This is an optimization exercise on Yosys and OpenROAD, whose aim is small area, a short achievable clock period and few clock cycles, not a production implementation. Where RTL was checked, it was by simulation tests only, not by an equivalence proof against the original. For run 1, only the layout was checked, not whether the RTL still works. The clock port is modelled as an ideal driver; clocking choices that lean on that would not hold on a real chip. Power is estimated from default activity; no workload was simulated.

[config.mk]
export PLATFORM = sky130hd
export DESIGN_NAME = mips_lite
export DESIGN_NICKNAME = mips_lite
export VERILOG_FILES = /design/flow/design.v
export SDC_FILE = /design/flow/constraint.sdc
export NUM_CORES = 4
export LEC_CHECK = 0
export CAP_MARGIN = 20
export CORE_MARGIN = 2
export CORE_UTILIZATION = 40
export SLEW_MARGIN = 20
[constraint.sdc]
create_clock -name core_clock -period 16.0 [get_ports {clk}]
set_input_delay 3.2000 -clock core_clock [delete_from_list [all_inputs] [get_ports {clk}]]
set_output_delay 3.2000 -clock core_clock [all_outputs]
set_load 0.01 [all_outputs]
[design.v]
`timescale 1ps/1ps
module ALU(
    input [7:0] A,
    input [7:0] B,
    input [2:0] op_code,
    output reg [7:0] result);
    always@(*) begin
        case(op_code)
            3'b000: result <= A + B;
            3'b001: result <= A - B;
            3'b010: result <= A * B;
            3'b011: result <= (B == 8'd0) ? 8'hFF : A / B;
            3'b100: result <= A & B;
            3'b101: result <= A | B;
            3'b110: result <= A ^ B;
            3'b111: result <= 8'd0;
            default: result <= 8'dx;
        endcase
    end
endmodule
`timescale 1ps/1ps
module ALU_Src(
    input [7:0] Rt_data,
    input [7:0] Imm,
    input ALU_src_cntrl,
    output [7:0] to_ALU);
    assign to_ALU = ALU_src_cntrl ? Imm : Rt_data;
endmodule
`timescale 1ps/1ps
module Data_Mem(
    input clk,
    input rst,
    input [7:0] data_in,
    input [7:0] addr,
    input mem_write,
    output [7:0] data_out
    );
    reg [7:0] data_address [0:63];  
    always@(posedge clk or posedge rst) begin
        if(rst) begin
            integer i;
            for(i = 0; i < 64; i = i + 1) data_address[i] <= 8'd0;
        end
        else begin
            if(mem_write)
                data_address[addr] <= data_in;
        end
    end
    assign data_out = data_address[addr];
endmodule
`timescale 1ps/1ps
module Instruc_decode(
    input clk,
    input [15:0] instruc,
    output reg [2:0] ALU_op,
    output reg ALU_src_cntrl,
    output reg Reg_write,
    output reg Mem_write,
    output reg Reg_src_cntrl,
    output reg [2:0] Rs,
    output reg [2:0] Rt,
    output reg [2:0] Rd,
    output reg [2:0] Imm,
    output reg [5:0] Addr);
    always@(posedge clk) begin
        ALU_op <= instruc[15:13];
        ALU_src_cntrl <= instruc[12];
        Reg_write <= instruc[11];
        Mem_write <= instruc[10];
        Reg_src_cntrl <= instruc[9];
        Rs <= instruc[8:6];
        Rt <= instruc[5:3];
        Rd <= instruc[2:0];
        Imm <= instruc[5:3];
        Addr <= instruc[5:0];
    end
endmodule
`timescale 1ps/1ps
module Reg_Src(
    input [7:0] from_ALU,
    input [7:0] from_DMem,
    input Reg_src_cntrl,
    output [7:0] to_reg);
    assign to_reg = Reg_src_cntrl ? from_DMem : from_ALU;
endmodule
`timescale 1ps/1ps
module Register_Mem(
    input clk,
    input rst,
    input [2:0] ALU_op,
    input [2:0] rs_in,
    input [2:0] rt_in,
    input [2:0] rd_in,
    input [7:0] from_reg_src,
    input reg_write,
    output [7:0] rs_out,
    output [7:0] rt_out,
    output [7:0] save_out
    );
  reg [7:0] registers [7:0];  
    always@(posedge clk or posedge rst) begin
        if(rst) begin
            integer i;
            for(i = 0; i < 8; i = i + 1) registers[i] <= 8'd0;
        end
        else begin
            if(reg_write) begin
                if(ALU_op != 3'b111)  
                    registers[rd_in] <= from_reg_src;
                else  
                    registers[rs_in] <= from_reg_src;
            end
        end
    end
    assign rs_out = registers[rs_in];
    assign rt_out = registers[rt_in];
    assign save_out = registers[rs_in];
endmodule
`timescale 1ps/1ps
module mips_lite(
    input         clk,
    input         rst,
    input  [15:0] instr,
    input         instr_valid,
    output        instr_ready,
    output        wb_valid,
    output [2:0]  wb_reg,
    output [7:0]  wb_data,
    output        st_valid,
    output [5:0]  st_addr,
    output [7:0]  st_data
    );
    localparam K = 2;  
    integer i;
    reg        ir_v;
    reg [15:0] ir;
    reg        stall;    
    assign instr_ready = ~stall;
    wire accept = instr_valid & ~stall;
    wire [2:0] ir_op   = ir[15:13];
    wire       ir_src  = ir[12];
    wire       ir_rw   = ir[11];
    wire       ir_mw   = ir[10];
    wire       ir_rsrc = ir[9];
    wire [2:0] ir_rs   = ir[8:6];
    wire [2:0] ir_rt   = ir[5:3];
    wire [5:0] ir_addr = ir[5:0];
    wire [2:0] ir_dst  = (ir_op == 3'd7) ? ir_rs : ir[2:0];
    wire       ir_go   = ir_v & ~stall;
    wire       ir_div  = ir_v & ir_rw & ~ir_rsrc & (ir_op == 3'd3);
    wire [2:0] in_op   = instr[15:13];
    wire       in_alu  = instr[11] & ~instr[9] & (in_op != 3'd7);
    wire       in_usrs = in_alu | instr[10];
    wire       in_usrt = in_alu & ~instr[12];
    wire       in_dep  = (in_usrs & (instr[8:6] == ir_dst)) |
                         (in_usrt & (instr[5:3] == ir_dst));
    always @(posedge clk or posedge rst) begin
        if (rst) begin
            ir_v  <= 1'b0;
            stall <= 1'b0;
        end else begin
            if (~stall)
                ir_v <= instr_valid;
            stall <= accept & ir_div & in_dep;
        end
    end
    always @(posedge clk)
        if (~stall)
            ir <= instr;
    reg [7:0] R [0:7];
    reg [7:0] M [0:63];
    reg       r_written;
    reg       m_written;
    reg       e1_rw;     
    reg       e1_mw;     
    reg [2:0] e1_op;
    reg       e1_rsrc;
    reg [2:0] e1_dst;
    reg [5:0] e1_addr;
    reg [7:0] A;
    reg [7:0] B;
    reg           e2_rw;
    reg           e2_div;
    reg [2:0]     e2_dst;
    reg [7:0]     e2_res;    
    reg [7-K:0]   e2_r;      
    reg [7:0]     e2_b;      
    wire [9:0] b3 = {2'b00, B} + {1'b0, B, 1'b0};
    reg [9:0] t1, d1, d2, d3;
    reg [7:0] r1;
    reg [7:0] q1;
    reg       g1, g2, g3;
    always @* begin
        r1 = 8'd0;
        q1 = 8'd0;
        for (i = 6; i >= K; i = i - 2) begin
            t1 = {r1, A[i+1], A[i]} & ((10'd1 << (8 - i)) - 10'd1);
            {g1, d1} = {1'b1, t1} - {3'b000, B};
            {g2, d2} = {1'b1, t1} - {2'b00, B, 1'b0};
            {g3, d3} = {1'b1, t1} - {1'b0, b3};
            q1[i+1] = g2 | g3;
            q1[i]   = g3 | (g1 & ~g2);
            r1 = g3 ? d3[7:0] : g2 ? d2[7:0] : g1 ? d1[7:0] : t1[7:0];
        end
    end
    reg [7:0] alu1;
    always @* begin
        case (e1_op)
            3'd0: alu1 = A + B;
            3'd1: alu1 = A - B;
            3'd2: alu1 = A * B;
            3'd3: alu1 = {q1[7:K], A[K-1:0]};
            3'd4: alu1 = A & B;
            3'd5: alu1 = A | B;
            3'd6: alu1 = A ^ B;
            default: alu1 = 8'd0;
        endcase
    end
    wire [7:0] e1_res = e1_rsrc ? B : alu1;
    reg [8:0] t2;
    reg [7:0] r2;
    reg [7:0] q2;
    always @* begin
        r2 = {{K{1'b0}}, e2_r};
        q2 = e2_res;
        for (i = K - 1; i >= 0; i = i - 1) begin
            t2 = {r2, e2_res[i]} & ((9'd1 << (8 - i)) - 9'd1);
            q2[i] = (t2 >= {1'b0, e2_b});
            r2 = q2[i] ? (t2[7:0] - e2_b) : t2[7:0];
        end
    end
    wire [7:0] e2_fin = e2_div ? q2 : e2_res;
    wire [7:0] rf_rs = r_written ? R[ir_rs] : 8'd0;
    wire [7:0] rf_rt = r_written ? R[ir_rt] : 8'd0;
    wire [7:0] mem_q = m_written ? M[ir_addr] : 8'd0;
    wire [7:0] a_val  = (e1_rw & (e1_dst == ir_rs)) ? e1_res :
                        (e2_rw & (e2_dst == ir_rs)) ? e2_fin : rf_rs;
    wire [7:0] rt_val = (e1_rw & (e1_dst == ir_rt)) ? e1_res :
                        (e2_rw & (e2_dst == ir_rt)) ? e2_fin : rf_rt;
    wire [7:0] m_val  = (e1_mw & (e1_addr == ir_addr)) ? A : mem_q;
    wire [7:0] b_val  = ir_rsrc ? m_val : ir_src ? {5'd0, ir_rt} : rt_val;
    always @(posedge clk or posedge rst) begin
        if (rst) begin
            e1_rw <= 1'b0;
            e1_mw <= 1'b0;
            e2_rw <= 1'b0;
        end else begin
            e1_rw <= ir_go & ir_rw;
            e1_mw <= ir_go & ir_mw;
            e2_rw <= e1_rw;
        end
    end
    always @(posedge clk) begin
        e1_op   <= ir_op;
        e1_rsrc <= ir_rsrc;
        e1_dst  <= ir_dst;
        e1_addr <= ir_addr;
        A       <= a_val;
        B       <= b_val;
        e2_div  <= (e1_op == 3'd3) & ~e1_rsrc;
        e2_dst  <= e1_dst;
        e2_res  <= e1_res;
        e2_r    <= r1[7-K:0];
        e2_b    <= B;
    end
    always @(posedge clk or posedge rst) begin
        if (rst) begin
            r_written <= 1'b0;
            m_written <= 1'b0;
        end else begin
            if (e2_rw) r_written <= 1'b1;
            if (e1_mw) m_written <= 1'b1;
        end
    end
    always @(posedge clk) begin
        for (i = 0; i < 8; i = i + 1)
            R[i] <= ({8{e2_rw & (e2_dst == i)}} & e2_fin) |
                    ({8{~(e2_rw & ((e2_dst == i) | ~r_written))}} & R[i]);
        for (i = 0; i < 64; i = i + 1)
            M[i] <= ({8{e1_mw & (e1_addr == i)}} & A) |
                    ({8{~(e1_mw & ((e1_addr == i) | ~m_written))}} & M[i]);
    end
    reg       wb_v_q;
    reg [2:0] wb_reg_q;
    reg [7:0] wb_data_q;
    always @(posedge clk or posedge rst)
        if (rst) wb_v_q <= 1'b0;
        else     wb_v_q <= e2_rw;
    always @(posedge clk) begin
        wb_reg_q  <= e2_dst;
        wb_data_q <= e2_fin;
    end
    assign wb_valid = wb_v_q;
    assign wb_reg   = wb_reg_q;
    assign wb_data  = wb_data_q;
    assign st_valid = e1_mw;
    assign st_addr  = e1_addr;
    assign st_data  = A;
endmodule
[run.sh]
#!/bin/bash
# synth_recipe.tcl (not shown) runs the flow's synth.tcl, then flattens the netlist and writes it again
# the make line also repeats each setting of config.mk as NAME=value (left out here)
make -C /OpenROAD-flow-scripts/flow DESIGN_CONFIG=/design/flow/config.mk WORK_HOME=/design/flow/orfs CLKGATE_MAP_FILE= SYNTH_SCRIPT=/design/flow/synth_recipe.tcl finish
==> results of run 1 <==
final cells by class:
type	count	area [um^2]	area share, %
clock buffers	101	2120	5.94
clock inverters	26	263	0.737
inverters	87	327	0.917
multi-input cells	3051	16700	46.9
flip-flops and latches	666	13600	38.1
well taps	1040	1300	3.65
repair buffers	161	1340	3.75
state kept, by name, summed over array words and instances (netlist names), 3 cells and up:
| signal | count |
|---|---|
| M | 512 |
| R | 64 |
| ir | 16 |
| A | 8 |
| B | 8 |
| e2_b | 8 |
| e2_res | 8 |
| wb_data_q | 8 |
| e1_addr | 6 |
| e2_r | 6 |
| e1_dst | 3 |
| e1_op | 3 |
| e2_dst | 3 |
| wb_reg_q | 3 |
worst min path at each step:
stage,startpoint,end,slack (ps),cells after the start
detailed placement,e1_dst[2],e2_dst[2],390,0
global placement,e1_dst[2],e2_dst[2],380,0
global route,e1_dst[1],e2_dst[1],400,0
finish,e1_dst[2],e2_dst[2],390,0
floorplan,e2_res[2],wb_data_q[2],330,0
CTS,e1_dst[2],e2_dst[2],390,0
worst max-delay path: cells and delay by family (launching register included):
kind	cells	cell delay (ps)
buf+inv	3	980
simple gates	4	600
mux	1	670
flops	1	780
fa+ha+maj	4	1320
compound gates	13	3900
through the flow:
stage / instances / utilization [%]
2_1_floorplan: 4059 / -
3_3_place_gp: 5002 / 42.7
3_5_place_dp: 5004 / 42.7
4_1_cts: 5131 / 45.8
5_1_grt: 5132 / 45.8
6_report: 5132 / 45.8
cells in the mapped netlist, types with 21 or more instances:
master / instances / area (um^2)
nor2_1: 211 / 792
o21ai_0: 573 / 2870
xor2_1: 24 / 210
a21o_1: 21 / 158
nand3_1: 91 / 455
dfxtp_1: 642 / 12900
ha_1: 105 / 1310
inv_1: 86 / 323
mux2i_1: 36 / 360
clkbuf_1: 236 / 886
fa_1: 23 / 460
xnor2_1: 41 / 359
nand4_1: 48 / 300
a22oi_1: 251 / 1880
nand2_1: 1250 / 4690
nor3_1: 27 / 135
a21oi_1: 79 / 395
cells in the final DEF, fill, tap and decap left out, drive strengths merged, types with 7 or more instances in the layout:
cell / netlist / final
o21a: 14 / 14
clkbuf: 236 / 101
nor4: 20 / 20
xor2: 24 / 24
fa: 23 / 23
a22oi: 251 / 251
nor3: 28 / 28
a21o: 21 / 21
xnor2: 41 / 41
mux4: 7 / 7
mux2i: 36 / 36
nor2b: 20 / 20
nand2: 1250 / 1250
mux2: 17 / 17
nand2b: 18 / 18
a221oi: 9 / 9
o211ai: 9 / 9
a211oi: 10 / 10
dfrtp: 8 / 8
ha: 105 / 105
edfxtp: 16 / 16
o21ai: 578 / 578
nand3: 92 / 92
o22ai: 20 / 20
a21oi: 79 / 79
nand4bb: 7 / 7
or2: 9 / 9
buf: 19 / 115
dfxtp: 642 / 642
clkinv: 1 / 17
a2111oi: 8 / 8
a22o: 7 / 7
nor2: 212 / 212
nand4: 48 / 48
clkdlybuf4s50: 0 / 46
inv: 86 / 91
metal layers:
layer / routed length, um / vias to the layer above / share of wire [%] / track usage [%]
li1: - / 13900 / - / -
met1: 52300 / 13700 / 43 / 42.3
met2: 50600 / 1633 / 41 / 42.7
met3: 13700 / 278 / 11 / 5.83
met4: 5540 / 0 / 4.5 / 12.6
met5: 0 / - / 0 / 0
report_power, final:
| group | total, mW | leakage [nW] | switching [mW] | internal [mW] |
|---|---|---|---|---|
| sequential | 1.98 | 5.49 | 0.163 | 1.82 |
| clock | 1.71 | 1.18 | 0.728 | 0.978 |
| combinational | 1.16 | 6.67 | 0.681 | 0.476 |
cell families after synthesis:
| family | share of synthesized area (%) |
|---|---|
| compound gates | 20.2 |
| xor+xnor | 1.95 |
| fa+ha+maj | 5.64 |
| mux | 2.25 |
| flops | 43.0 |
| buf+inv | 4.10 |
| simple gates | 22.9 |
==> flow_metrics.env, run 1 <==
export IMPL_dp_slack_ps=7750
export IMPL_cp_endpoint="B[2]"
export IMPL_relSlewSlack_pct=13.7
export IMPL_slowest_delay_ps=780
export IMPL_overflow=0
export IMPL_setup_worst_path_start_class="flop"
export IMPL_ff2ff_path_depth=25
export IMPL_fillers=7680
export IMPL_synthesis_nets=4206
export IMPL_ys_flop_type="dfxtp_1"
export IMPL_syn_to_final_growth_pct=13.2
export IMPL_holdWs_ps=393
export IMPL_rows=102
export IMPL_grt_usage_pct=29.5
export IMPL_slew_viol_final=0
export IMPL_cp_slowest_cell="dfxtp_1"
export IMPL_worstPathArrival_ps=8890
export IMPL_hpwl_mm=82.8
export IMPL_die_x_um=285
export IMPL_hold_path_class="flop to flop"
export IMPL_drt_iter0_markers=3882
export IMPL_clk_pin_slew_worst_paths_ps=60
export IMPL_synthesis_area_mm2=0.0315
export IMPL_synth_seq_cells=666
export IMPL_crit_fanout=14
export IMPL_status="finished clean"
export IMPL_die_height_um=285
export IMPL_diodes=0
export IMPL_clock_latency_ps=630
export IMPL_nets=4187
export IMPL_cts_htree_levels=3
export IMPL_design_core_area_mm2=0.0777
export IMPL_grt_pass1_wl_mm=179
export IMPL_vias_per_cell=5.74
export IMPL_post_route_cells_drive_above_1_share_pct=7.53
export IMPL_port_buffers=46
export IMPL_setup_tns_ps=0
export IMPL_grt_setup_unrepaired="false"
export IMPL_ys_seq_area_share_pct=43.0
export IMPL_peakVddDrop_mv=0.0846
export IMPL_io_pins=47
export IMPL_postCtsHoldBufs=0
export IMPL_clock_fmax_mhz=120
export IMPL_grt_max_degree=103
export IMPL_synth_edf_count=16
export IMPL_avgSynthCellArea_um2=7.75
export IMPL_worstReg2RegEnd="B[2]"
export IMPL_numClockSinks=666
export IMPL_drc_errors=0
export IMPL_post_cts_buffers=0
export IMPL_setup_viol=0
export IMPL_cts_tree="built"
export IMPL_wl_per_cell_um=23.8
export IMPL_worstSetupEndpointType="flop"
export IMPL_post_route_min_period_ps=8350
export IMPL_grt_pass1_vias=26700
export IMPL_p_per_area_mw_per_mm2=136
export IMPL_placed_cell_area_mm2=0.0332
export IMPL_hold_viol=0
export IMPL_drv_cap=0
export IMPL_cts_resized=0
export IMPL_antenna_found_initial=0
export IMPL_p_leak_nw=13.3
export IMPL_numCtsBuffers=73
export IMPL_via_count=29500
export IMPL_wl_mm=122
export IMPL_cts_root_buf="clkbuf_16"
export IMPL_setup_worst_path_start="B[1]"
export IMPL_start_util_pct=40.5
export IMPL_required_ps=16540
export IMPL_ys_types=76
export IMPL_yosys_warnings=3
export IMPL_clk_path_buf_depth=3
export IMPL_dieArea_mm2=0.0810
export IMPL_postRouteAntennaNets=0
export IMPL_stdcell_area_mm2=0.0356
export IMPL_drt_pass1_iter_count=6
export IMPL_setup_worst_path_class="flop to flop"
export IMPL_gp_congestion=0.963
export IMPL_syn_inst=4059
export IMPL_r2r_start="B[1]"
export IMPL_fin_crit_sh_pct=52.2
export IMPL_skew_ps=25.5
export IMPL_r2r_slack_ps=7650
export IMPL_fin_ws_ps=7650
export IMPL_worstMarginPinSlew_ps=1280
export IMPL_async_flop_share_pct=1.20
export IMPL_totalPowerFinal_mw=4.84
==> inputs of run 2 (changes only) <==
--- a/design.v
+++ b/design.v
@@ -130,7 +130,6 @@
     output [5:0]  st_addr,
     output [7:0]  st_data
     );
-    localparam K = 2;  
     integer i;
     reg        ir_v;
     reg [15:0] ir;
@@ -179,66 +178,70 @@
     reg [5:0] e1_addr;
     reg [7:0] A;
     reg [7:0] B;
+    reg [7:0] st_d;      
     reg           e2_rw;
     reg           e2_div;
     reg [2:0]     e2_dst;
     reg [7:0]     e2_res;    
-    reg [7-K:0]   e2_r;      
+    reg [3:0]     e2_r;      
     reg [7:0]     e2_b;      
-    wire [9:0] b3 = {2'b00, B} + {1'b0, B, 1'b0};
-    reg [9:0] t1, d1, d2, d3;
-    reg [7:0] r1;
-    reg [7:0] q1;
-    reg       g1, g2, g3;
-    always @* begin
-        r1 = 8'd0;
-        q1 = 8'd0;
-        for (i = 6; i >= K; i = i - 2) begin
-            t1 = {r1, A[i+1], A[i]} & ((10'd1 << (8 - i)) - 10'd1);
-            {g1, d1} = {1'b1, t1} - {3'b000, B};
-            {g2, d2} = {1'b1, t1} - {2'b00, B, 1'b0};
-            {g3, d3} = {1'b1, t1} - {1'b0, b3};
-            q1[i+1] = g2 | g3;
-            q1[i]   = g3 | (g1 & ~g2);
-            r1 = g3 ? d3[7:0] : g2 ? d2[7:0] : g1 ? d1[7:0] : t1[7:0];
+    reg [9:0]     e2_b3;     
+    function automatic [9:0] div_step(input [7:0] r, input [1:0] ab,
+                                      input [7:0] b, input [9:0] b3,
+                                      input integer w);
+        reg [9:0] t, d1, d2, d3;
+        reg       g1, g2, g3;
+        begin
+            t = {r, ab} & ((10'd1 << w) - 10'd1);
+            {g1, d1} = {1'b1, t} - {3'b000, b};
+            {g2, d2} = {1'b1, t} - {2'b00, b, 1'b0};
+            {g3, d3} = {1'b1, t} - {1'b0, b3};
+            div_step = {g2 | g3, g3 | (g1 & ~g2),
+                        g3 ? d3[7:0] : g2 ? d2[7:0] : g1 ? d1[7:0] : t[7:0]};
         end
-    end
-    reg [7:0] alu1;
+    endfunction
+    wire [9:0] b3 = {2'b00, B} + {1'b0, B, 1'b0};
+    wire [9:0] s1 = div_step(8'd0, A[7:6], B, b3, 2);
+    wire [9:0] s2 = div_step(s1[7:0], A[5:4], B, b3, 4);
+    reg [7:0] alu1;    
     always @* begin
         case (e1_op)
             3'd0: alu1 = A + B;
             3'd1: alu1 = A - B;
             3'd2: alu1 = A * B;
-            3'd3: alu1 = {q1[7:K], A[K-1:0]};
             3'd4: alu1 = A & B;
             3'd5: alu1 = A | B;
             3'd6: alu1 = A ^ B;
             default: alu1 = 8'd0;
         endcase
     end
-    wire [7:0] e1_res = e1_rsrc ? B : alu1;
-    reg [8:0] t2;
-    reg [7:0] r2;
-    reg [7:0] q2;
-    always @* begin
-        r2 = {{K{1'b0}}, e2_r};
-        q2 = e2_res;
-        for (i = K - 1; i >= 0; i = i - 1) begin
-            t2 = {r2, e2_res[i]} & ((9'd1 << (8 - i)) - 9'd1);
-            q2[i] = (t2 >= {1'b0, e2_b});
-            r2 = q2[i] ? (t2[7:0] - e2_b) : t2[7:0];
+    wire [63:0] m_sel;
+    reg  [7:0]  mem_q;
+    genvar gi;
+    generate
+        for (gi = 0; gi < 64; gi = gi + 1) begin : g_sel
+            assign m_sel[gi] = (e1_addr == gi);
         end
-    end
-    wire [7:0] e2_fin = e2_div ? q2 : e2_res;
+    endgenerate
+    always @* begin
+        mem_q = 8'd0;
+        for (i = 0; i < 64; i = i + 1)
+            mem_q = mem_q | ({8{m_sel[i]}} & M[i]);
+        if (~m_written)
+            mem_q = 8'd0;
+    end
+    wire [7:0] e1_res = e1_rsrc ? mem_q : alu1;
+    wire       e1_div = ~e1_rsrc & (e1_op == 3'd3);
+    wire [9:0] s3 = div_step({4'd0, e2_r}, e2_res[3:2], e2_b, e2_b3, 6);
+    wire [9:0] s4 = div_step(s3[7:0], e2_res[1:0], e2_b, e2_b3, 8);
+    wire [7:0] e2_fin = e2_div ? {e2_res[7:4], s3[9:8], s4[9:8]} : e2_res;
     wire [7:0] rf_rs = r_written ? R[ir_rs] : 8'd0;
     wire [7:0] rf_rt = r_written ? R[ir_rt] : 8'd0;
-    wire [7:0] mem_q = m_written ? M[ir_addr] : 8'd0;
     wire [7:0] a_val  = (e1_rw & (e1_dst == ir_rs)) ? e1_res :
                         (e2_rw & (e2_dst == ir_rs)) ? e2_fin : rf_rs;
     wire [7:0] rt_val = (e1_rw & (e1_dst == ir_rt)) ? e1_res :
                         (e2_rw & (e2_dst == ir_rt)) ? e2_fin : rf_rt;
-    wire [7:0] m_val  = (e1_mw & (e1_addr == ir_addr)) ? A : mem_q;
-    wire [7:0] b_val  = ir_rsrc ? m_val : ir_src ? {5'd0, ir_rt} : rt_val;
+    wire [7:0] b_val  = ir_src ? {5'd0, ir_rt} : rt_val;
     always @(posedge clk or posedge rst) begin
         if (rst) begin
             e1_rw <= 1'b0;
@@ -257,11 +260,13 @@
         e1_addr <= ir_addr;
         A       <= a_val;
         B       <= b_val;
-        e2_div  <= (e1_op == 3'd3) & ~e1_rsrc;
+        e2_div  <= e1_div;
         e2_dst  <= e1_dst;
-        e2_res  <= e1_res;
-        e2_r    <= r1[7-K:0];
+        e2_res  <= e1_div ? {s1[9:8], s2[9:8], A[3:0]} : e1_res;
+        e2_r    <= s2[3:0];
         e2_b    <= B;
+        e2_b3   <= b3;
+        st_d    <= a_val;
     end
     always @(posedge clk or posedge rst) begin
         if (rst) begin
@@ -277,8 +282,8 @@
             R[i] <= ({8{e2_rw & (e2_dst == i)}} & e2_fin) |
                     ({8{~(e2_rw & ((e2_dst == i) | ~r_written))}} & R[i]);
         for (i = 0; i < 64; i = i + 1)
-            M[i] <= ({8{e1_mw & (e1_addr == i)}} & A) |
-                    ({8{~(e1_mw & ((e1_addr == i) | ~m_written))}} & M[i]);
+            M[i] <= ({8{e1_mw & m_sel[i]}} & A) |
+                    ({8{~(e1_mw & (m_sel[i] | ~m_written))}} & M[i]);
     end
     reg       wb_v_q;
     reg [2:0] wb_reg_q;
@@ -295,5 +300,5 @@
     assign wb_data  = wb_data_q;
     assign st_valid = e1_mw;
     assign st_addr  = e1_addr;
-    assign st_data  = A;
+    assign st_data  = st_d;
 endmodule
==> flow/run.sh (new file) <==
#!/bin/bash
set -euo pipefail
bash standard.sh SETUP_SLACK_MARGIN=11.5 finish > standard.log 2>&1
==> standard.sh (new file) <==
#!/bin/bash
# synth_recipe.tcl (not shown) runs the flow's synth.tcl, then flattens the netlist and writes it again
# the make line also repeats each setting of config.mk as NAME=value (left out here)
make -C /OpenROAD-flow-scripts/flow DESIGN_CONFIG=/design/flow/config.mk WORK_HOME=/design/flow/orfs CLKGATE_MAP_FILE= SYNTH_SCRIPT=/design/flow/synth_recipe.tcl "${@:-finish}"
removed: run.sh
==> flow_metrics.env, run 2 <==
export IMPL_peakVddDrop_mv=0.156
export IMPL_holdWs_ps=396
export IMPL_drt_iter0_markers=3258
export IMPL_die_height_um=284
export IMPL_regMostFlops="M"
export IMPL_crit_fanout=2
export IMPL_placedCellCount=4592
export IMPL_synthTopCellsByCount="1135 x nand3_1, 649 x dfxtp_1, 540 x o21ai_0, 213 x clkbuf_1, 141 x nand4_1"
export IMPL_post_route_cells_drive_above_1_share_pct=8.20
export IMPL_cts_tree="built"
export IMPL_syn_inst=3819
export IMPL_hpwl_mm=71.2
export IMPL_wl_mm=118
export IMPL_grt_pass1_vias=26800
export IMPL_cp_num_buf_inv=1
export IMPL_wl_per_cell_um=24.9
export IMPL_utilization_pct=44.9
export IMPL_synth_edf_count=16
export IMPL_cts_htree_levels=3
export IMPL_yosys_warnings=3
export IMPL_synthesis_area_mm2=0.0315
export IMPL_syn_to_final_growth_pct=11.0
export IMPL_cp_slowest_cell="dfxtp_2"
export IMPL_path_cells="clkdlybuf4s15_2"
export IMPL_layout_commonest_cell="nand3_1"
export IMPL_postCtsHoldBufs=0
export IMPL_skew_ps=38.3
export IMPL_setup_worst_path_class="flop to primary output"
export IMPL_grt_usage_pct=28.3
export IMPL_design_core_area_mm2=0.0777
export IMPL_cts_root_buf="clkbuf_16"
export IMPL_postRouteAntennaNets=0
export IMPL_yosysTopAreaCell="dfxtp_1"
export IMPL_drt_pass1_iter_count=5
export IMPL_p_per_area_mw_per_mm2=138
export IMPL_rows=102
export IMPL_io_pins=47
export IMPL_slowest_delay_ps=390
export IMPL_ys_types=83
export IMPL_cp_top_family="flip-flops"
export IMPL_clk_pin_slew_worst_paths_ps=60
export IMPL_avgSynthCellArea_um2=8.24
export IMPL_overflow=0
export IMPL_post_route_min_period_ps=4470
export IMPL_setup_worst_path_start_class="flop"
export IMPL_totalPowerFinal_mw=4.83
export IMPL_hold_viol=0
export IMPL_numCtsBuffers=70
export IMPL_p_leak_nw=12.7
export IMPL_synth_seq_cells=673
export IMPL_largest_reg_flops=512
export IMPL_fin_cells=4747
export IMPL_port_buffers=46
export IMPL_clock_fmax_mhz=224
export IMPL_setup_tns_ps=0
export IMPL_drv_cap=0
export IMPL_synth_top_cell_area_share_pct=41.3
export IMPL_slew_viol_final=0
export IMPL_worstPathArrival_ps=1270
export IMPL_hold_path_class="flop to flop"
export IMPL_relSlewSlack_pct=18.5
export IMPL_via_count=29100
export IMPL_synth_most_common_cell="nand3_1"
export IMPL_synth_area_top_cells="dfxtp_1 41%, nand3_1 18%, o21ai_0 8.6%"
export IMPL_async_flop_share_pct=1.19
export IMPL_setup_viol=0
export IMPL_die_x_um=284
export IMPL_clk_path_buf_depth=3
export IMPL_synthesis_nets=3968
export IMPL_dieArea_mm2=0.0809
export IMPL_vias_per_cell=6.12
export IMPL_ys_flop_type="dfxtp_1"
export IMPL_clock_latency_ps=640
export IMPL_ys_seq_area_share_pct=43.5
export IMPL_worstSetupEndpointType="primary output"
export IMPL_antenna_found_initial=3
export IMPL_start_util_pct=40.5
export IMPL_numClockSinks=673
export IMPL_required_ps=12800
export IMPL_grt_pass1_wl_mm=175
export IMPL_final_cell_mix="1134 x nand3_1, 626 x dfxtp_1, 537 x o21ai_0"
export IMPL_drc_errors=0
export IMPL_fin_crit_sh_pct=27.9
export IMPL_reg_top3="M: 512 flops, R: 64 flops, ir: 16 flops"
export IMPL_grt_max_degree=185
export IMPL_status="finished clean"
export IMPL_grt_setup_unrepaired="true"
export IMPL_diodes=0
export IMPL_worstMarginPinSlew_ps=1210
export IMPL_gp_congestion=0.900
export IMPL_nets=3804
[run 2: final timing paths]
check                       from          to  slack (ps)  cells after the start
setup reg to reg            A[1]        B[7]       11670                     15
max in group asynchronous    rst       e1_mw       12830                      2
setup / recovery            A[5]  st_data[5]       11530                      1
hold / removal             ir[1]  e1_addr[1]         400                      0
min in group asynchronous    rst        ir_v        2870                      2
hold reg to reg            ir[1]  e1_addr[1]         400                      0
[run 2: cell type report]
type | count | area (um^2)
flip-flops and latches | 673 | 13700
repair inverters | 1 | 5.00
inverters | 100 | 385
fillers | 7680 | 42800
repair buffers | 130 | 1140
clock buffers | 99 | 1990
multi-input cells | 2679 | 16000
well taps | 1040 | 1300
clock inverters | 25 | 318
[run 2: routing by layer]
layer  vias to the layer above  GRT usage, %  share of wire [%]
met1                     13900          37.2                 41
li1                      13500             -                  -
met5                         -             0              0.039
met2                      1301          44.8                 45
met3                       289          5.49                8.6
met4                         6          13.0                5.0
[run 2: kinds of logic (layout without fill, tap and decap cells)]
group | after synthesis | in the layout | synth area share, %
flops | 673 | 673 | 43.5
xor+xnor | 60 | 60 | 1.67
fa+ha+maj | 130 | 130 | 5.70
compound gates | 805 | 805 | 14.2
buf+inv | 467 | 355 | 5.96
simple gates | 1629 | 1629 | 26.7
mux | 55 | 55 | 2.24
[run 2: where the power goes]
group	total, mW	switching (mW)	internal [mW]
clock	1.68	0.726	0.957
combinational	1.19	0.720	0.469
sequential	1.96	0.117	1.84
[run 2: repair_timing]
| action | CTS | global route |
|---|---|---|
| cloned | 1 | 0 |
| setup buffers | 17 | 12 |
| pin swaps | 1 | 6 |
| endpoints found under the hold margin | 0 | 0 |
| gates resized for setup | 98 | 27 |
| setup endpoints to repair | 66 | 35 |
[run 2: through the flow]
stage                     setup WS [ps]  cell area, um^2
after detailed placement          10900            32200
after CTS                         11280            34800
after global placement            11000            32200
after floorplan                   11550            31500
after global routing              11460            34900
final                             11530            34900
Testbench counts of run 2, summed over its fixed seeds: cycles 24,579.
==> inputs of run 3 (changes only) <==
--- a/design.v
+++ b/design.v
@@ -134,7 +134,8 @@
     reg        ir_v;
     reg [15:0] ir;
     reg        stall;    
-    assign instr_ready = ~stall;
+    reg        rdy;      
+    assign instr_ready = rdy;
     wire accept = instr_valid & ~stall;
     wire [2:0] ir_op   = ir[15:13];
     wire       ir_src  = ir[12];
@@ -164,6 +165,8 @@
         end
     end
     always @(posedge clk)
+        rdy <= ~(accept & ir_div & in_dep);
+    always @(posedge clk)
         if (~stall)
             ir <= instr;
     reg [7:0] R [0:7];
@@ -178,7 +181,9 @@
     reg [5:0] e1_addr;
     reg [7:0] A;
     reg [7:0] B;
-    reg [7:0] st_d;      
+    reg       st_v;
+    reg [5:0] st_a;
+    reg [7:0] st_d;
     reg           e2_rw;
     reg           e2_div;
     reg [2:0]     e2_dst;
@@ -266,7 +271,9 @@
         e2_r    <= s2[3:0];
         e2_b    <= B;
         e2_b3   <= b3;
-        st_d    <= a_val;
+        st_v    <= ir_go & ir_mw;
+        st_a    <= ir_addr & {6{ir_mw}};
+        st_d    <= a_val & {8{ir_mw}};
     end
     always @(posedge clk or posedge rst) begin
         if (rst) begin
@@ -288,17 +295,15 @@
     reg       wb_v_q;
     reg [2:0] wb_reg_q;
     reg [7:0] wb_data_q;
-    always @(posedge clk or posedge rst)
-        if (rst) wb_v_q <= 1'b0;
-        else     wb_v_q <= e2_rw;
     always @(posedge clk) begin
+        wb_v_q    <= e2_rw;
         wb_reg_q  <= e2_dst;
         wb_data_q <= e2_fin;
     end
     assign wb_valid = wb_v_q;
     assign wb_reg   = wb_reg_q;
     assign wb_data  = wb_data_q;
-    assign st_valid = e1_mw;
-    assign st_addr  = e1_addr;
+    assign st_valid = st_v;
+    assign st_addr  = st_a;
     assign st_data  = st_d;
 endmodule
==> flow/run.sh (replaced) <==
#!/bin/bash
set -euo pipefail
bash standard.sh SETUP_SLACK_MARGIN=11.9 finish > standard.log 2>&1
--- a/config.mk
+++ b/config.mk
@@ -5,7 +5,10 @@
 export SDC_FILE = /design/flow/constraint.sdc
 export NUM_CORES = 4
 export LEC_CHECK = 0
+export ABC_AREA = 1
 export CAP_MARGIN = 20
 export CORE_MARGIN = 2
 export CORE_UTILIZATION = 40
+export CTS_CLUSTER_DIAMETER = 80
+export CTS_CLUSTER_SIZE = 25
 export SLEW_MARGIN = 20
==> flow_metrics.env, run 3 <==
export IMPL_hpwl_mm=79.1
export IMPL_worstSetupEndpointType="primary output"
export IMPL_design_core_area_mm2=0.0786
export IMPL_setup_viol=0
export IMPL_synth_most_common_cell="nand2_1"
export IMPL_synthesis_area_mm2=0.0316
export IMPL_top_usage_layer="met2"
export IMPL_fin_ws_ps=11720
export IMPL_post_route_cells_drive_above_1_share_pct=5.88
export IMPL_cp_num_buf_inv=1
export IMPL_p_sw_mw=1.51
export IMPL_drc_errors=0
export IMPL_grt_pass1_vias=26400
export IMPL_vias_per_cell=5.60
export IMPL_synth_area_top_cells="dfxtp_1 42%, nand2_1 12%, nand3_1 10%"
export IMPL_dp_slack_ps=11330
export IMPL_drt_pass1_iter_count=5
export IMPL_postRouteAntennaNets=0
export IMPL_wl_per_cell_um=21.5
export IMPL_drt_iter0_markers=3710
export IMPL_regArea_mm2=0.0141
export IMPL_ys_types=50
export IMPL_synthesis_nets=4468
export IMPL_hold_viol=0
export IMPL_cp_top_family="flip-flops"
export IMPL_wl_mm=114
export IMPL_pwr_share_seq_pct=46.5
export IMPL_regMostFlops="M"
export IMPL_multiInputGateArea_mm2=0.0157
export IMPL_use_met1_pct=40.4
export IMPL_ys_flop_type="dfxtp_1"
export IMPL_grt_max_degree=194
export IMPL_cts_tree="built"
export IMPL_required_ps=12800
export IMPL_postCtsHoldBufs=0
export IMPL_rows=103
export IMPL_cp_slowest_cell="dfxtp_4"
export IMPL_yosys_warnings=3
export IMPL_totalPowerFinal_mw=4.36
export IMPL_slew_viol_final=0
export IMPL_layout_commonest_cell="nand2_1"
export IMPL_synth_edf_count=16
export IMPL_io_pins=47
export IMPL_yosysTopAreaCell="dfxtp_1"
export IMPL_dieArea_mm2=0.0812
export IMPL_setup_worst_path_class="flop to primary output"
export IMPL_peakVddDrop_mv=0.0814
export IMPL_syn_to_final_growth_pct=8.95
export IMPL_nets=4399
export IMPL_clock_fmax_mhz=233
export IMPL_utilization_pct=43.8
export IMPL_p_leak_nw=14.6
export IMPL_p_comb_share_pct=27.7
export IMPL_grt_pass1_wl_mm=171
export IMPL_setup_tns_ps=0
export IMPL_synthTopCellsByCount="1007 x nand2_1, 666 x dfxtp_1, 658 x nand3_1, 609 x o21ai_0, 328 x inv_1"
export IMPL_via_count=29800
export IMPL_ys_seq_area_share_pct=44.3
export IMPL_worstPathArrival_ps=1080
export IMPL_die_height_um=285
export IMPL_numClockSinks=689
export IMPL_syn_inst=4319
export IMPL_final_cell_mix="998 x nand2_1, 656 x nand3_1, 636 x dfxtp_1"
export IMPL_fin_crit_sh_pct=26.8
export IMPL_reg_top3="M: 512 flops, R: 64 flops, ir: 16 flops"
export IMPL_drv_cap=0
export IMPL_hold_path_class="flop to flop"
export IMPL_skew_ps=39.5
export IMPL_relSlewSlack_pct=24.5
export IMPL_synth_seq_cells=689
export IMPL_clock_latency_ps=620
export IMPL_largest_reg_flops=512
export IMPL_setup_worst_path_start_class="flop"
export IMPL_avgSynthCellArea_um2=7.31
export IMPL_clkPwrFrac_pct=25.8
export IMPL_path_cells="buf_6"
export IMPL_grt_setup_unrepaired="true"
export IMPL_async_flop_share_pct=1.02
export IMPL_start_util_pct=40.2
export IMPL_internal_power_mw=2.85
export IMPL_clk_pin_slew_worst_paths_ps=100
export IMPL_status="finished clean"
export IMPL_p_per_area_mw_per_mm2=127
export IMPL_port_buffers=46
export IMPL_grt_usage_pct=27.3
export IMPL_clk_path_buf_depth=3
export IMPL_switching_share_pct=34.7
export IMPL_slowest_delay_ps=370
export IMPL_cts_root_buf="clkbuf_16"
export IMPL_gp_congestion=0.973
export IMPL_grt_util_met3_pct=3.22
export IMPL_post_route_min_period_ps=4280
export IMPL_numCtsBuffers=36
export IMPL_crit_fanout=1
export IMPL_die_x_um=285
export IMPL_fillers=8190
export IMPL_cts_htree_levels=2
export IMPL_synth_top_cell_area_share_pct=42.2
export IMPL_worstMarginPinSlew_ps=1130
export IMPL_antenna_found_initial=2
export IMPL_overflow=0
export IMPL_grt_use_met2_pct=41.0
export IMPL_r2r_slack_ps=12050
## run 3: cell count changes in the layout (fill, tap and decap cells not counted), moves of 17 or more
cell	change
nand2_1	+878
nor4_1	-34
nand4_1	-94
nor2_1	+188
xnor2_1	-26
o22ai_1	+114
mux2i_1	-31
nand3_1	-478
nor2_2	+17
o21ai_1	-73
o21ai_0	+67
clkbuf_16	-34
inv_1	+225
a211oi_1	-18
## run 3: final timing paths
kind / from / endpoint / depth (start not counted)
min in group asynchronous: rst / r_written / 2
setup / recovery: st_d[4] / st_data[4] / 1
setup reg to reg: e1_addr[2] / st_d[4] / 13
max in group asynchronous: rst / e1_mw / 2
hold reg to reg: e1_dst[1] / e2_dst[1] / 0
hold / removal: e1_dst[1] / e2_dst[1] / 0
## run 3: power groups by stage
stage,logic [mW],clock network (mW),registers [mW]
floorplan,0.815,0,2.02
global placement,1.12,0,2.06
detailed placement,1.14,0,2.07
CTS,1.14,1.13,2.03
global route,1.37,1.19,2.05
finish,1.21,1.13,2.02
## run 3: metal layers
layer  part of all wire, %  up-vias  wire length (um)
li1                      -    14300                 -
met1                    46    14100             52200
met2                    43     1232             48700
met3                   8.2      162              9340
met4                   3.5        2              4030
met5                 0.011        -                13
## run 3: cell type report
cell class,instances,share of cell area (%)
multi-input combinational,3077,45.5
sequential,689,40.8
tap,1050,3.82
inverter,335,3.68
clock buffer,43,2.88
timing repair buffer,111,2.71
clock inverter,15,0.575
antenna,1,0.00727
## run 3: timing repair
action / CTS / global route
buffers inserted: 0 / 28
cloned: 0 / 0
pin swaps: 0 / 17
setup endpoints to repair: 42 / 65
resized for setup: 139 / 76
endpoints found under the hold margin: 0 / 0
## run 3: cells by family (layout without fill, tap and decap cells)
logic type      Yosys count  count (layout)  share of synthesized area (%)
compound gates          847             847                           14.4
xor+xnor                 40              40                           1.11
fa+ha+maj               130             130                           5.67
buf+inv                 553             504                           6.65
flops                   689             689                           44.3
mux                       1               1                         0.0317
other cells               0               1                              0
simple gates           2059            2059                           27.9
## run 3: stage by stage
stage | instances | hold slack (ps) | cell area [um^2]
3_5_place_dp | 5234 | 354 | 32800
2_1_floorplan | 4319 | 329 | 31600
5_1_grt | 5320 | 370 | 34400
4_1_cts | 5292 | 368 | 33900
3_3_place_gp | 5234 | 338 | 32800
6_report | 5321 | 366 | 34400
Testbench counts of run 3, summed over its fixed seeds: cycles 24,579.
==> inputs of run 4 (changes only) <==
==> flow/run.sh (replaced) <==
#!/bin/bash
# Layout: the standard flow in two parts.
#  3. the rest of the standard flow.
set -euo pipefail
R=orfs/results/$FLOW_PLATFORM/mips_lite/base
bash standard.sh SETUP_SLACK_MARGIN=11.9 cts > standard_cts.log 2>&1
ODB_IN=$R/4_cts.odb ODB_OUT=$R/4_cts.odb openroad -no_init -exit flow/noroot.tcl > noroot.log 2>&1
bash standard.sh SETUP_SLACK_MARGIN=11.9 finish > standard_finish.log 2>&1
==> flow/noroot.tcl (new file) <==
set db [ord::get_db]
read_db $::env(ODB_IN)
set block [ord::get_db_block]
set root [$block findInst clkbuf_0_clk]
if {$root eq "NULL"} { puts "noroot: no root buffer"; write_db $::env(ODB_OUT); exit 0 }
set in_net ""
set out_net ""
foreach it [$root getITerms] {
  set n [$it getNet]
  if {$n eq "NULL"} continue
  if {[$it isInputSignal]} { set in_net $n } elseif {[$it isOutputSignal]} { set out_net $n }
}
set loads {}
foreach it [$out_net getITerms] {
  if {[$it getInst] ne $root} { lappend loads $it }
}
puts "noroot: [$in_net getName] -> [$out_net getName], [llength $loads] loads"
if {[llength $loads] > 4} { puts "noroot: too many loads, keeping root"; write_db $::env(ODB_OUT); exit 0 }
foreach it $loads { $it disconnect; $it connect $in_net }
odb::dbInst_destroy $root
odb::dbNet_destroy $out_net
write_db $::env(ODB_OUT)
==> flow_metrics.env, run 4 <==
export IMPL_clock_fmax_mhz=245
export IMPL_grt_usage_pct=27.2
export IMPL_multiInputGateArea_mm2=0.0157
export IMPL_vias_per_cell=5.59
export IMPL_skew_ps=31.8
export IMPL_antenna_found_initial=1
export IMPL_numCtsBuffers=36
export IMPL_design_core_area_mm2=0.0786
export IMPL_fin_ws_ps=11910
export IMPL_overflow=0
export IMPL_avgSynthCellArea_um2=7.31
export IMPL_regArea_mm2=0.0140
export IMPL_grt_pass1_vias=26400
export IMPL_synth_most_common_cell="nand2_1"
export IMPL_drt_iter0_markers=3576
export IMPL_yosys_warnings=3
export IMPL_drc_errors=0
export IMPL_required_ps=12800
export IMPL_ys_flop_type="dfxtp_1"
export IMPL_setup_worst_path_start_class="flop"
export IMPL_utilization_pct=43.8
export IMPL_syn_inst=4319
export IMPL_io_pins=47
export IMPL_hold_path_class="flop to flop"
export IMPL_dp_slack_ps=11330
export IMPL_post_route_cells_drive_above_1_share_pct=5.87
export IMPL_yosysTopAreaCell="dfxtp_1"
export IMPL_placed_cell_area_mm2=0.0328
export IMPL_largest_reg_flops=512
export IMPL_cts_htree_levels=2
export IMPL_wl_mm=114
export IMPL_worstMarginPinSlew_ps=1160
export IMPL_numClockSinks=689
export IMPL_setup_tns_ps=0
export IMPL_synth_top_cell_area_share_pct=42.2
export IMPL_synth_edf_count=16
export IMPL_setup_viol=0
export IMPL_path_cells="buf_6"
export IMPL_clk_pin_slew_worst_paths_ps=100
export IMPL_peakVddDrop_mv=0.0814
export IMPL_slew_viol_final=0
export IMPL_synthesis_area_mm2=0.0316
export IMPL_gp_congestion=0.973
export IMPL_r2r_slack_ps=12040
export IMPL_synth_area_top_cells="dfxtp_1 42%, nand2_1 12%, nand3_1 10%"
export IMPL_p_leak_nw=14.6
export IMPL_crit_fanout=1
export IMPL_nets=4406
export IMPL_grt_setup_unrepaired="true"
export IMPL_dieArea_mm2=0.0812
export IMPL_drv_cap=0
export IMPL_ys_seq_area_share_pct=44.3
export IMPL_layout_commonest_cell="nand2_1"
export IMPL_cts_tree="built"
export IMPL_via_count=29800
export IMPL_regMostFlops="M"
export IMPL_start_util_pct=40.2
export IMPL_cp_num_buf_inv=1
export IMPL_clock_latency_ps=420
export IMPL_wl_per_cell_um=21.4
export IMPL_setup_worst_path_class="flop to primary output"
export IMPL_worstSetupEndpointType="primary output"
export IMPL_die_height_um=285
export IMPL_grt_pass1_wl_mm=170
export IMPL_cp_top_family="flip-flops"
export IMPL_drt_pass1_iter_count=8
export IMPL_final_cell_mix="999 x nand2_1, 656 x nand3_1, 645 x dfxtp_1"
export IMPL_postRouteAntennaNets=0
export IMPL_totalPowerFinal_mw=4.33
export IMPL_clk_path_buf_depth=3
export IMPL_hpwl_mm=79.1
export IMPL_cts_root_buf="clkbuf_16"
export IMPL_p_per_area_mw_per_mm2=126
export IMPL_synth_seq_cells=689
export IMPL_reg_top3="M: 512 flops, R: 64 flops, ir: 16 flops"
export IMPL_worstPathArrival_ps=890
export IMPL_fin_crit_sh_pct=25.6
export IMPL_status="finished clean"
export IMPL_port_buffers=46
export IMPL_rows=103
export IMPL_diodes=0
export IMPL_relSlewSlack_pct=22.9
export IMPL_synthTopCellsByCount="1007 x nand2_1, 666 x dfxtp_1, 658 x nand3_1, 609 x o21ai_0, 328 x inv_1"
export IMPL_hold_viol=0
export IMPL_fillers=8191
export IMPL_async_flop_share_pct=1.02
export IMPL_die_x_um=285
export IMPL_syn_to_final_growth_pct=8.98
export IMPL_slowest_delay_ps=370
export IMPL_grt_max_degree=194
export IMPL_cp_slowest_cell="dfxtp_4"
export IMPL_stdcell_area_mm2=0.0344
export IMPL_post_route_min_period_ps=4090
export IMPL_ys_types=50
export IMPL_synthesis_nets=4468
run 4: area by class of cell:
class / count / share of cell area (%)
multi-input cells: 3077 / 45.5
flip-flops and latches: 689 / 40.8
well taps: 1050 / 3.82
inverters: 335 / 3.70
clock buffers: 42 / 2.80
repair buffers: 119 / 2.78
clock inverters: 15 / 0.574
run 4: worst register-to-register path, delay by kind of cell, from the launching register on:
kind	cells	cell delay [ps]
AND/OR/NAND/NOR	10	1850
AO/OA/AOI/OAI	2	1200
flip-flops	1	510
buffers and inverters	1	310
run 4: where the power goes:
part           total, mW  internal [mW]  switching (mW)
clock               1.10          0.493           0.605
sequential          2.02           1.91           0.115
combinational       1.21          0.436           0.774
total               4.33           2.84            1.49
run 4: final timing paths:
kind | start | to | cells after the start
max in group asynchronous | rst | e1_mw | 2
setup reg to reg | e1_addr[2] | st_d[4] | 13
hold / removal | e1_dst[1] | e2_dst[1] | 0
setup / recovery | st_d[4] | st_data[4] | 1
min in group asynchronous | rst | r_written | 2
hold reg to reg | e1_dst[1] | e2_dst[1] | 0
run 4: kinds of logic after synthesis:
logic type,share of synthesized area (%)
buf+inv,6.65
flops,44.3
simple gates,27.9
xor+xnor,1.11
compound gates,14.4
mux,0.0317
fa+ha+maj,5.67
run 4: layer usage:
layer / up-vias / global-route usage (%) / routed length [um]
met5: - / 0 / 13
met4: 2 / 8.38 / 3870
met3: 171 / 3.44 / 9200
met2: 1158 / 41.1 / 48900
met1: 14100 / 40.2 / 52300
li1: 14300 / - / -
run 4: stage by stage:
stage          hold slack (ps)  std cells
2_1_floorplan              329       4319
3_3_place_gp               338       5234
3_5_place_dp               354       5234
4_1_cts                    368       5292
5_1_grt                    370       5327
6_report                   368       5327
run 4: repair_timing:
action / CTS / global route
hold endpoints to repair: 0 / 0
resized for setup: 139 / 65
endpoints found under the setup margin: 42 / 40
buffers inserted: 0 / 36
hold buffers: 0 / 0
pin swaps: 0 / 18
==> inputs of run 5 (changes only) <==
--- a/config.mk
+++ b/config.mk
@@ -8,7 +8,7 @@
 export ABC_AREA = 1
 export CAP_MARGIN = 20
 export CORE_MARGIN = 2
-export CORE_UTILIZATION = 40
+export CORE_UTILIZATION = 55
 export CTS_CLUSTER_DIAMETER = 80
 export CTS_CLUSTER_SIZE = 25
 export SLEW_MARGIN = 20
==> flow_metrics.env, run 5 <==
export IMPL_status="finished clean"
export IMPL_die_height_um=244
export IMPL_r2r_slack_ps=12030
export IMPL_slew_viol_final=0
export IMPL_grt_setup_unrepaired="true"
export IMPL_dieArea_mm2=0.0594
export IMPL_worstSetupEndpointType="primary output"
export IMPL_p_per_area_mw_per_mm2=126
export IMPL_path_cells="buf_6"
export IMPL_vias_per_cell=5.98
export IMPL_reg_top3="M: 512 flops, R: 64 flops, ir: 16 flops"
export IMPL_avgSynthCellArea_um2=7.31
export IMPL_fin_cells=5004
export IMPL_yosysTopAreaCell="dfxtp_1"
export IMPL_placedCellCount=4934
export IMPL_cp_top_family="flip-flops"
export IMPL_drt_iter0_markers=3836
export IMPL_synth_area_top_cells="dfxtp_1 42%, nand2_1 12%, nand3_1 10%"
export IMPL_cts_tree="built"
export IMPL_setup_tns_ps=0
export IMPL_multiInputGateArea_mm2=0.0157
export IMPL_diodes=0
export IMPL_synthTopCellsByCount="1007 x nand2_1, 666 x dfxtp_1, 658 x nand3_1, 609 x o21ai_0, 328 x inv_1"
export IMPL_syn_to_final_growth_pct=7.11
export IMPL_gp_congestion=1.01
export IMPL_setup_worst_path_start_class="flop"
export IMPL_layout_commonest_cell="nand2_1"
export IMPL_async_flop_share_pct=1.02
export IMPL_setup_viol=0
export IMPL_hpwl_mm=77.8
export IMPL_regMostFlops="M"
export IMPL_setup_worst_path_class="flop to primary output"
export IMPL_postRouteAntennaNets=0
export IMPL_synthesis_area_mm2=0.0316
export IMPL_hold_path_class="flop to flop"
export IMPL_ys_flop_type="dfxtp_1"
export IMPL_postCtsHoldBufs=0
export IMPL_wl_met2_mm=47.0
export IMPL_grt_pass1_vias=26200
export IMPL_hold_viol=0
export IMPL_rows=87
export IMPL_grt_max_degree=221
export IMPL_p_sw_mw=1.48
export IMPL_p_leak_nw=14.5
export IMPL_ys_seq_area_share_pct=44.3
export IMPL_crit_fanout=1
export IMPL_synth_edf_count=16
export IMPL_skew_ps=40.8
export IMPL_clock_latency_ps=410
export IMPL_io_pins=47
export IMPL_regArea_mm2=0.0141
export IMPL_pwr_share_seq_pct=47.6
export IMPL_ys_types=50
export IMPL_nets=4380
export IMPL_antenna_found_initial=2
export IMPL_switching_share_pct=34.7
export IMPL_grt_pass1_wl_mm=166
export IMPL_drv_cap=0
export IMPL_wl_met3_mm=12.4
export IMPL_relSlewSlack_pct=16.9
export IMPL_die_x_um=244
export IMPL_required_ps=12800
export IMPL_cp_num_buf_inv=1
export IMPL_fin_ws_ps=11950
export IMPL_clk_path_buf_depth=3
export IMPL_route_top_layer_used="met5"
export IMPL_post_route_min_period_ps=4050
export IMPL_via_count=29900
export IMPL_worstPathArrival_ps=850
export IMPL_start_util_pct=55.8
export IMPL_clock_fmax_mhz=247
export IMPL_numClockSinks=689
export IMPL_peakVddDrop_mv=0.102
export IMPL_cts_htree_levels=2
export IMPL_internal_power_mw=2.79
export IMPL_largest_reg_flops=512
export IMPL_worstMarginPinSlew_ps=1240
export IMPL_clk_pin_slew_worst_paths_ps=100
export IMPL_post_route_cells_drive_above_1_share_pct=5.39
export IMPL_synth_seq_cells=689
export IMPL_p_comb_share_pct=27.9
export IMPL_cts_root_buf="clkbuf_16"
export IMPL_fillers=5569
export IMPL_wl_per_cell_um=22.5
export IMPL_synthesis_nets=4468
export IMPL_slowest_delay_ps=340
export IMPL_cp_slowest_cell="dfxtp_2"
export IMPL_design_core_area_mm2=0.0566
export IMPL_final_cell_mix="997 x nand2_1, 656 x nand3_1, 639 x dfxtp_1"
export IMPL_syn_inst=4319
export IMPL_synth_top_cell_area_share_pct=42.2
export IMPL_port_buffers=46
export IMPL_yosys_warnings=3
export IMPL_drt_pass1_iter_count=6
export IMPL_dp_slack_ps=11230
export IMPL_synth_most_common_cell="nand2_1"
export IMPL_numCtsBuffers=36
export IMPL_wl_mm=113
export IMPL_wl_met1_mm=49.7
export IMPL_drc_errors=0
export IMPL_grt_usage_pct=36.8
export IMPL_fin_crit_sh_pct=25.3
export IMPL_clkPwrFrac_pct=24.6
export IMPL_overflow=0
run 5: cell counts after synthesis:
No cell type changed its count.
run 5: stage by stage:
step | hold slack (ps) | cell area, um^2 | total power, mW | util (%)
5_1_grt | 359 | 33800 | 4.51 | 59.8
2_1_floorplan | 329 | 31600 | 2.84 | -
6_report | 357 | 33800 | 4.28 | 59.8
3_3_place_gp | 336 | 32400 | 3.19 | 57.3
3_5_place_dp | 340 | 32400 | 3.20 | 57.3
4_1_cts | 357 | 33500 | 4.25 | 59.2
run 5: final cells by class:
class | instances | share of cell area (%)
multi-input cells | 3077 | 46.4
flip-flops and latches | 689 | 41.5
inverters | 335 | 3.74
well taps | 756 | 2.80
clock buffers | 43 | 2.74
repair buffers | 93 | 2.34
clock inverters | 11 | 0.462
run 5: power groups by stage:
stage,clock (mW),combinational [mW],sequential (mW)
final,1.05,1.19,2.03
after detailed placement,0,1.13,2.07
after CTS,1.08,1.13,2.04
after global placement,0,1.12,2.07
after floorplan,0,0.815,2.02
after global routing,1.11,1.34,2.06
run 5: final timing paths:
check,start,endpoint,depth (start not counted)
max,wb_data_q[0],wb_data[0],1
min,e1_dst[1],e2_dst[1],0
max reg2reg,A[2],e2_res[7],22
min reg2reg,e1_dst[1],e2_dst[1],0
max in group asynchronous,rst,e1_mw,2
min in group asynchronous,rst,stall,2
run 5: routing by layer:
| metal | up-vias | track usage [%] |
|---|---|---|
| met4 | 2 | 10.8 |
| met3 | 187 | 7.46 |
| met1 | 14000 | 54.9 |
| met5 | - | 0 |
| met2 | 1458 | 53.6 |
| li1 | 14200 | - |
run 5: what timing repair did:
action	4_1_cts	5_1_grt
gates resized for setup	157	63
setup endpoints to repair	46	33
setup buffers	0	16
cloned	0	0
pin swaps	0	19
run 5: cells by family after synthesis:
| group | count (synthesis) | share of synthesized area (%) |
|---|---|---|
| xor+xnor | 40 | 1.11 |
| simple gates | 2059 | 27.9 |
| mux | 1 | 0.0317 |
| fa+ha+maj | 130 | 5.67 |
| compound gates | 847 | 14.4 |
| buf+inv | 553 | 6.65 |
| flops | 689 | 44.3 |
run 5: worst reg2reg max path: stages (launching register included):
cell and delay [ps]:
dfxtp_4 380, buf_6 120, nand2_2 60, inv_2 30, fa_1 550, ha_4 220, fa_1 510, fa_1 540
ha_4 320, nand2_2 50, nor2_2 110, nor2_2 40, nand2_1 60, nand2_2 80, nand2_2 80, inv_2 30
nor2_2 80, nand3_1 90, nand3_2 80, nand2_1 70, nand2_2 70, nand2_1 80, or2_4 220
==> inputs of run 6 (changes only) <==
--- a/config.mk
+++ b/config.mk
@@ -9,6 +9,6 @@
 export CAP_MARGIN = 20
 export CORE_MARGIN = 2
 export CORE_UTILIZATION = 55
-export CTS_CLUSTER_DIAMETER = 80
+export CTS_CLUSTER_DIAMETER = 90
 export CTS_CLUSTER_SIZE = 25
 export SLEW_MARGIN = 20
==> flow_metrics.env, run 6 <==
export IMPL_hold_depth=0
export IMPL_slowest_delay_ps=330
export IMPL_synth_xor_area_share_pct=1.11
export IMPL_synthTopCellsByCount="1007 x nand2_1, 666 x dfxtp_1, 658 x nand3_1, 609 x o21ai_0, 328 x inv_1"
export IMPL_worstMarginPinSlew_ps=1220
export IMPL_cts_htree_levels=2
export IMPL_synth_most_common_cell="nand2_1"
export IMPL_grt_max_degree=221
export IMPL_synth_compound_area_share_pct=14.4
export IMPL_fin_ws_ps=11950
export IMPL_hold_viol=0
export IMPL_clk_pin_slew_worst_paths_ps=100
export IMPL_grt_setup_unrepaired="true"
export IMPL_numClockSinks=689
export IMPL_worstPathArrival_ps=850
export IMPL_wl_per_cell_um=22.5
export IMPL_fin_crit_sh_pct=25.3
export IMPL_yosysTopAreaCell="dfxtp_1"
export IMPL_r2r_slack_ps=12010
export IMPL_drt_pass1_iter_count=10
export IMPL_pwr_share_seq_pct=48.3
export IMPL_die_x_um=244
export IMPL_grt_pass1_wl_mm=166
export IMPL_worst_path_stages=1
export IMPL_rows=87
export IMPL_synth_edf_count=16
export IMPL_synth_simple_area_share_pct=27.9
export IMPL_design_core_area_mm2=0.0566
export IMPL_avgSynthCellArea_um2=7.31
export IMPL_largest_reg_flops=512
export IMPL_cts_tree="built"
export IMPL_clock_fmax_mhz=247
export IMPL_setup_worst_path_class="flop to primary output"
export IMPL_drt_iter0_markers=3768
export IMPL_crit_fanout=1
export IMPL_antenna_found_initial=2
export IMPL_gp_congestion=1.01
export IMPL_numCtsBuffers=34
export IMPL_cp_num_buf_inv=1
export IMPL_clkPwrFrac_pct=23.3
export IMPL_overflow=0
export IMPL_syn_to_final_growth_pct=6.75
export IMPL_relSlewSlack_pct=18.3
export IMPL_dieArea_mm2=0.0594
export IMPL_layout_commonest_cell="nand2_1"
export IMPL_switching_share_pct=34.7
export IMPL_skew_ps=47.5
export IMPL_fillers=5584
export IMPL_grt_usage_pct=36.8
export IMPL_utilization_pct=59.6
export IMPL_synthMuxAreaShare_pct=0.0317
export IMPL_syn_inst=4319
export IMPL_vias_per_cell=5.97
export IMPL_cp_slowest_cell="dfxtp_1"
export IMPL_die_height_um=244
export IMPL_p_per_area_mw_per_mm2=125
export IMPL_io_pins=47
export IMPL_slew_viol_final=0
export IMPL_placedCellCount=4934
export IMPL_setup_viol=0
export IMPL_yosys_warnings=3
export IMPL_drc_errors=0
export IMPL_synthesis_nets=4468
export IMPL_via_count=29800
export IMPL_ys_types=50
export IMPL_synth_top_cell_area_share_pct=42.2
export IMPL_synth_seq_cells=689
export IMPL_internal_power_mw=2.75
export IMPL_path_cells="buf_2"
export IMPL_synth_area_top_cells="dfxtp_1 42%, nand2_1 12%, nand3_1 10%"
export IMPL_clk_path_buf_depth=3
export IMPL_hpwl_mm=77.8
export IMPL_wl_mm=113
export IMPL_regMostFlops="M"
export IMPL_p_sw_mw=1.46
export IMPL_dp_slack_ps=11230
export IMPL_port_buffers=46
export IMPL_start_util_pct=55.8
export IMPL_postCtsHoldBufs=0
export IMPL_setup_tns_ps=0
export IMPL_synth_fa_ha_area_share_pct=5.67
export IMPL_p_leak_nw=14.4
export IMPL_p_comb_share_pct=28.4
export IMPL_post_route_cells_drive_above_1_share_pct=5.26
export IMPL_grt_pass1_vias=26200
export IMPL_synthesis_area_mm2=0.0316
export IMPL_totalPowerFinal_mw=4.21
export IMPL_setup_worst_path_start_class="flop"
export IMPL_final_cell_mix="998 x nand2_1, 657 x nand3_1, 637 x dfxtp_1"
export IMPL_nets=4379
export IMPL_ys_seq_area_share_pct=44.3
export IMPL_clock_latency_ps=410
export IMPL_status="finished clean"
export IMPL_required_ps=12800
export IMPL_peakVddDrop_mv=0.104
export IMPL_post_route_min_period_ps=4050
export IMPL_drv_cap=0
export IMPL_postRouteAntennaNets=0
export IMPL_synth_top_family_by_area="simple AND/OR/NAND/NOR gates"
export IMPL_cts_root_buf="clkbuf_16"
export IMPL_cp_top_family="flip-flops"
export IMPL_async_flop_share_pct=1.02
export IMPL_reg_top3="M: 512 flops, R: 64 flops, ir: 16 flops"
export IMPL_worstSetupEndpointType="primary output"
export IMPL_fin_cells=4996
export IMPL_hold_path_class="flop to flop"
export IMPL_ff2ff_path_depth=23
export IMPL_ys_flop_type="dfxtp_1"
==> run 6: cell counts after synthesis <==
No cell type changed its count.
==> run 6: metrics by stage <==
stage	hold slack [ps]	instance area, um^2
final	359	33700
after detailed placement	340	32400
after floorplan	329	31600
after global routing	362	33700
after global placement	336	32400
after CTS	359	33400
==> run 6: power by group through the flow <==
stage	Sequential, mW	Combinational [mW]	Clock [mW]
4_1_cts	2.04	1.13	1.01
3_3_place_gp	2.07	1.12	0
3_5_place_dp	2.07	1.13	0
5_1_grt	2.05	1.34	1.04
2_1_floorplan	2.02	0.815	0
6_report	2.03	1.20	0.979
==> run 6: metal layers <==
layer	global-route usage (%)	wire [um]	vias up
met3	7.13	12800	163
met4	10.9	3430	0
li1	-	-	14300
met1	55.0	49200	14000
met5	0	0	-
met2	53.5	47100	1437
==> run 6: final timing paths <==
check | from | to
max in group asynchronous | rst | e1_mw
worst min-delay path | e1_dst[1] | e2_dst[1]
worst max-delay path | wb_reg_q[2] | wb_reg[2]
worst max register to register | B[2] | e2_r[0]
worst min register to register | e1_dst[1] | e2_dst[1]
min in group asynchronous | rst | stall
==> run 6: logic make-up (layout without fill, tap and decap cells) <==
logic type | count (synthesis) | count (layout)
simple gates | 2059 | 2059
compound gates | 847 | 847
flops | 689 | 689
buf+inv | 553 | 473
fa+ha+maj | 130 | 130
xor+xnor | 40 | 40
mux | 1 | 1
other cells | 0 | 1
==> run 6: layout make-up <==
cell class	instances	area, um^2	share of cell area, %
clock inverter	3	47.5	0.141
inverter	335	1270	3.76
clock buffer	41	917	2.72
timing repair buffer	94	806	2.39
tap	756	946	2.81
antenna	1	2.50	0.00742
sequential	689	14100	41.7
multi-input combinational	3077	15700	46.5
==> run 6: what timing repair did <==
action,4_1_cts,5_1_grt
setup buffers,0,17
pin swaps,0,15
gates resized for setup,159,60
setup endpoints to repair,46,33
==> run 6: worst reg2reg max path, delay by kind of cell, from the launching register on <==
| kind | cells | cell delay (ps) |
|---|---|---|
| simple gates | 11 | 1500 |
| fa+ha+maj | 2 | 670 |
| compound gates | 2 | 400 |
| xor+xnor | 1 | 180 |
| flops | 1 | 380 |
| buf+inv | 7 | 760 |

[afterwards: timing with drivers on the ports]
In the flow no input, the clock included, has a driving cell. The finished layouts below were timed again as built, in two steps.
Step 1: set_driving_cell puts a clkbuf_16 on clk and a buf_2 on each other input, an assumption about the parent block.
Step 2 adds t to the input delays and takes it off the output delays; t is the mean of the earliest and latest rising clock arrival at the registers after step 1. Input paths then give back, and output paths get back, about the clock's delay inside the block.
a / b / c = ideal / step 1 / step 2; a / b = the first two.
run | t (ns) | setup WS [ns] | clock arrival spread, ns | cell pins on the clock port's net
run 1 | 0.690 | 7.652 / 7.652 / 7.652 | 0.027 / 0.027 | 1
run 2 | 0.685 | 11.534 / 11.469 / 11.542 | 0.039 / 0.039 | 1
run 3 | 0.665 | 11.716 / 11.647 / 11.423 | 0.041 / 0.041 | 1
run 4 | 0.538 | 11.911 / 11.777 / 11.575 | 0.032 / 0.033 | 4
run 5 | 0.520 | 11.945 / 11.815 / 11.519 | 0.041 / 0.041 | 4
run 6 | 0.519 | 11.945 / 11.818 / 11.510 | 0.048 / 0.048 | 4
After both steps setup and hold are still met in every run listed. The setup slack of run 6, which loses most, moves by -0.127 ns with the drivers and by -0.435 ns with both steps.
